What follows belongs to an exercise in optimizing a design on an open flow for small area; a production flow would make more cautious choices. No activity file was given, so power comes from the tool's default toggle rates.

run 1:
==> flow/design.v <==
`timescale 1ns / 1ps
module apb_spi_top(
    input  wire        i_clk,
    input  wire        i_rst_n,
    input  wire        i_psel,
    input  wire        i_pwrite,
    input  wire        i_penable,
    input  wire [31:0] i_paddr,
    input  wire [31:0] i_pwdata,
    output wire [31:0] o_prdata,
    output wire        o_pready,
    output wire        o_pslverr,
    input  wire        i_MISO,
    output reg         o_MOSI,
    output reg         o_SCLK,
    output wire        o_SS0,
    output wire        o_SS1,
    output wire        o_SS2,
    output wire        o_SS3,
    output wire        o_int
);
    localparam [1:0] ST_IDLE = 2'd0, ST_LOAD = 2'd1, ST_XFER = 2'd2, ST_DONE = 2'd3;
    wire        page = (i_paddr[31:12] == 20'h40002);
    wire [11:0] off  = i_paddr[11:0];
    wire        acc  = i_psel & i_penable & page;
    wire        wr   = acc & i_pwrite;
    wire        rd   = acc & ~i_pwrite;
    wire s_lcr = (off == 12'h000);
    wire s_dlr = (off == 12'h004);
    wire s_ier = (off == 12'h008);
    wire s_tbr = (off == 12'h010);
    wire s_rbr = (off == 12'h014);
    reg  [1:0] state;
    reg  [1:0] gap;
    wire busy = (state != ST_IDLE);
    wire st_load = (state == ST_LOAD);
    wire st_xfer = (state == ST_XFER);
    reg  [5:0] lcr;
    reg  [7:0] dlr;
    reg  [3:0] ier;
    wire wls  = lcr[0];
    wire cpol = lcr[1];
    wire cpha = lcr[2];
    wire cdte = lcr[3];
    reg  [15:0] tmem [0:15];
    reg  [15:0] rmem [0:15];
    reg  [4:0]  twp, trp, rwp, rrp;
    wire t_eq    = (twp[3:0] == trp[3:0]);
    wire t_empty = t_eq & (twp[4] == trp[4]);
    wire t_full  = t_eq & (twp[4] != trp[4]);
    wire r_eq    = (rwp[3:0] == rrp[3:0]);
    wire r_empty = r_eq & (rwp[4] == rrp[4]);
    wire r_full  = r_eq & (rwp[4] != rrp[4]);
    wire [15:0] tsel, rsel;
    wire [15:0] thead, rhead;
    spi_dec16 u_tdec (.i_a(trp[3:0]), .o_y(tsel));
    spi_dec16 u_rdec (.i_a(rrp[3:0]), .o_y(rsel));
    spi_ohmux16 u_tmux (.i_sel(tsel), .i_d({tmem[15], tmem[14], tmem[13], tmem[12], tmem[11], tmem[10], tmem[9], tmem[8],
                                             tmem[7], tmem[6], tmem[5], tmem[4], tmem[3], tmem[2], tmem[1], tmem[0]}), .o_q(thead));
    spi_ohmux16 u_rmux (.i_sel(rsel), .i_d({rmem[15], rmem[14], rmem[13], rmem[12], rmem[11], rmem[10], rmem[9], rmem[8],
                                             rmem[7], rmem[6], rmem[5], rmem[4], rmem[3], rmem[2], rmem[1], rmem[0]}), .o_q(rhead));
    wire tbr_w = wr & s_tbr & ~t_full;
    reg  tx_push, rx_pop, rx_wr;
    reg  [15:0] rx_sh;
    wire rx_w = rx_wr & ~r_full;
    always @(posedge i_clk) begin
        if (tbr_w) tmem[twp[3:0]] <= i_pwdata[15:0];
        if (rx_w)  rmem[rwp[3:0]] <= rx_sh;
    end
    always @(posedge i_clk or negedge i_rst_n) begin
        if (!i_rst_n) begin
            twp <= 5'd0; trp <= 5'd0; rwp <= 5'd0; rrp <= 5'd0;
            tx_push <= 1'b0; rx_pop <= 1'b0;
        end else begin
            tx_push <= tbr_w;
            rx_pop  <= rd & s_rbr & ~r_empty;
            if (tx_push) twp <= twp + 1'b1;
            if (st_load) trp <= trp + 1'b1;
            if (rx_w)    rwp <= rwp + 1'b1;
            if (rx_pop)  rrp <= rrp + 1'b1;
        end
    end
    always @(posedge i_clk or negedge i_rst_n) begin
        if (!i_rst_n) begin
            lcr <= 6'd0; dlr <= 8'd0; ier <= 4'd0;
        end else begin
            if (wr & s_lcr & ~busy) lcr <= i_pwdata[5:0];
            if (wr & s_dlr & ~busy) dlr <= i_pwdata[7:0];
            if (wr & s_ier)         ier <= i_pwdata[3:0];
        end
    end
    assign o_pready  = 1'b1;
    assign o_pslverr = (wr & busy & ((s_lcr & (i_pwdata[5:0] != lcr)) |
                                     (s_dlr & (i_pwdata[7:0] != dlr))))
                     | (acc & (off >= 12'h018));
    reg [31:0] rdata;
    always @(*) begin
        case (off)
            12'h000: rdata = {26'd0, lcr};
            12'h004: rdata = {24'd0, dlr};
            12'h008: rdata = {28'd0, ier};
            12'h00C: rdata = {28'd0, r_full, r_empty, t_full, t_empty};
            12'h010: rdata = 32'd0;
            12'h014: rdata = {16'd0, rhead};
            default: rdata = 32'hFFFF_FFFF;
        endcase
    end
    assign o_prdata = page ? rdata : 32'd0;
    assign o_int = (t_empty & ier[0]) | (t_full & ier[1]) | (r_empty & ier[2]) | (r_full & ier[3]);
    reg  [7:0] cnt;       
    reg  [5:0] m;         
    reg        done;
    reg [15:0] tx_sh;
    wire z      = (cnt == 8'd0);
    wire toggle = st_xfer & ~done & z;
    wire shedge = m[0] ^ cpha;
    wire can_go = ~t_empty & ~r_full;
    always @(posedge i_clk or negedge i_rst_n) begin
        if (!i_rst_n) begin
            state <= ST_IDLE;
            gap   <= 2'd0;
        end else begin
            if (state == ST_DONE) gap <= gap + 1'b1;
            case (state)
                ST_IDLE: if (can_go) state <= ST_LOAD;
                ST_LOAD: state <= ST_XFER;
                ST_XFER: if (done) state <= ~cdte ? ST_DONE : (can_go ? ST_LOAD : ST_IDLE);
                ST_DONE: if (gap == 2'd3) state <= ST_IDLE;
            endcase
        end
    end
    always @(posedge i_clk) begin
        cnt <= (z | st_load) ? dlr : cnt - 1'b1;
        if (st_load)     m <= wls ? 6'd30 : 6'd14;
        else if (toggle) m <= m - 1'b1;
        if (st_load) tx_sh <= thead;
        if (toggle & ~shedge)
            rx_sh <= {rx_sh[14:8], rx_sh[7] & wls, rx_sh[6:0], i_MISO};
    end
    always @(posedge i_clk or negedge i_rst_n) begin
        if (!i_rst_n) begin
            o_SCLK <= 1'b0;
            o_MOSI <= 1'b0;
            done   <= 1'b0;
            rx_wr  <= 1'b0;
        end else begin
            done  <= toggle & m[5];
            rx_wr <= done;
            if (!st_xfer)    o_SCLK <= cpol;
            else if (toggle) o_SCLK <= ~o_SCLK;
            if (st_load & ~cpha)                o_MOSI <= wls ? thead[15] : thead[7];
            else if (toggle & shedge & ~m[5])   o_MOSI <= tx_sh[m[4:1]];
        end
    end
    wire ss_act = st_load | st_xfer;
    assign o_SS0 = ~(ss_act & (lcr[5:4] == 2'd0));
    assign o_SS1 = ~(ss_act & (lcr[5:4] == 2'd1));
    assign o_SS2 = ~(ss_act & (lcr[5:4] == 2'd2));
    assign o_SS3 = ~(ss_act & (lcr[5:4] == 2'd3));
endmodule
module spi_dec16(input wire [3:0] i_a, output wire [15:0] o_y);
    assign o_y = 16'd1 << i_a;
endmodule
module spi_ohmux16(input wire [15:0] i_sel, input wire [255:0] i_d, output wire [15:0] o_q);
    genvar b;
    generate for (b = 0; b < 16; b = b + 1) begin : g_bit
        wire [5:0] g;
        spi_aoi222 u_g0 (.i_a({i_d[16*2+b],  i_d[16*1+b],  i_d[16*0+b]}),  .i_s(i_sel[2:0]),   .o_y(g[0]));
        spi_aoi222 u_g1 (.i_a({i_d[16*5+b],  i_d[16*4+b],  i_d[16*3+b]}),  .i_s(i_sel[5:3]),   .o_y(g[1]));
        spi_aoi222 u_g2 (.i_a({i_d[16*8+b],  i_d[16*7+b],  i_d[16*6+b]}),  .i_s(i_sel[8:6]),   .o_y(g[2]));
        spi_aoi222 u_g3 (.i_a({i_d[16*11+b], i_d[16*10+b], i_d[16*9+b]}),  .i_s(i_sel[11:9]),  .o_y(g[3]));
        spi_aoi222 u_g4 (.i_a({i_d[16*14+b], i_d[16*13+b], i_d[16*12+b]}), .i_s(i_sel[14:12]), .o_y(g[4]));
        assign g[5] = ~(i_d[16*15+b] & i_sel[15]);
        spi_nand6 u_n (.i_a(g), .o_y(o_q[b]));
    end endgenerate
endmodule
module spi_aoi222(input wire [2:0] i_a, input wire [2:0] i_s, output wire o_y);
    assign o_y = ~((i_a[0] & i_s[0]) | (i_a[1] & i_s[1]) | (i_a[2] & i_s[2]));
endmodule
module spi_nand6(input wire [5:0] i_a, output wire o_y);
    assign o_y = ~&i_a;
endmodule
clock: 10.0 ns
lec_check: 0
cap_margin: 0
core_margin: 2
core_utilization: 70
cts_buf_list: sky130_fd_sc_hd__clkbuf_8
cts_cluster_diameter: 50
cts_cluster_size: 20
place_density: 0.85
slew_margin: 0
synth_hierarchical: 1
synth_minimum_keep_size: 0
run.sh (not shown) runs the stock make flow with config.mk's settings and CLKGATE_MAP_FILE= SYNTH_SCRIPT=/design/flow/synth_recipe.tcl, a recipe that flattens the netlist after the stock synthesis.
Relative to run 1, the following input files were edited for run 2:
Settings: CTS_BUF_LIST changed from sky130_fd_sc_hd__clkbuf_8 to sky130_fd_sc_hd__clkbuf_4; CTS_CLUSTER_SIZE changed from 20 to 10; CTS_CLUSTER_DIAMETER changed from 50 to 40.
[summary]
Run 2 vs run 1, instance count: run 2 higher
Of run 1 and run 2, the lower combinational power belongs to run 2.
Of run 1 and run 2, the run reporting the higher sequential share of layout area was run 2.
Latest clock arrival within the worst-skew pair sits higher in run 2 than in run 1.
The run showing the greater register share of total power is run 2.
Run 2 has more setup slack than run 1.
Switching share of total power was lower in the run labelled run 2.
No run of this note included a check of the RTL's function; only the layout flow was run.

-- separate check: timing with driven ports --
In the flow no input, the clock included, has a driving cell. The finished layouts below were timed again as built, in two steps. Step 1 (the two cells are an assumption about what drives the block):
set clk [get_ports {i_clk}]
set_driving_cell -lib_cell sky130_fd_sc_hd__clkbuf_16 $clk
set_driving_cell -lib_cell sky130_fd_sc_hd__buf_2 [delete_from_list [all_inputs] $clk]
Step 2 moves the port delays by t, midway between the first and last clock arrival at a register: inputs arrive t later, outputs are due t later. That takes back most of the time a late clock gives input paths. Slacks: ideal / step 1 / step 2; pairs: ideal / step 1.
run	shift t [ns]	setup slack, ns	latest minus earliest clock arrival (ns)	cell pins on the clock port's net
run 1	0.642	2.697 / 2.668 / 2.668	0.054 / 0.054	1
run 2	0.772	2.727 / 2.698 / 2.698	0.046 / 0.045	1
After both steps setup and hold are still met in every run listed.
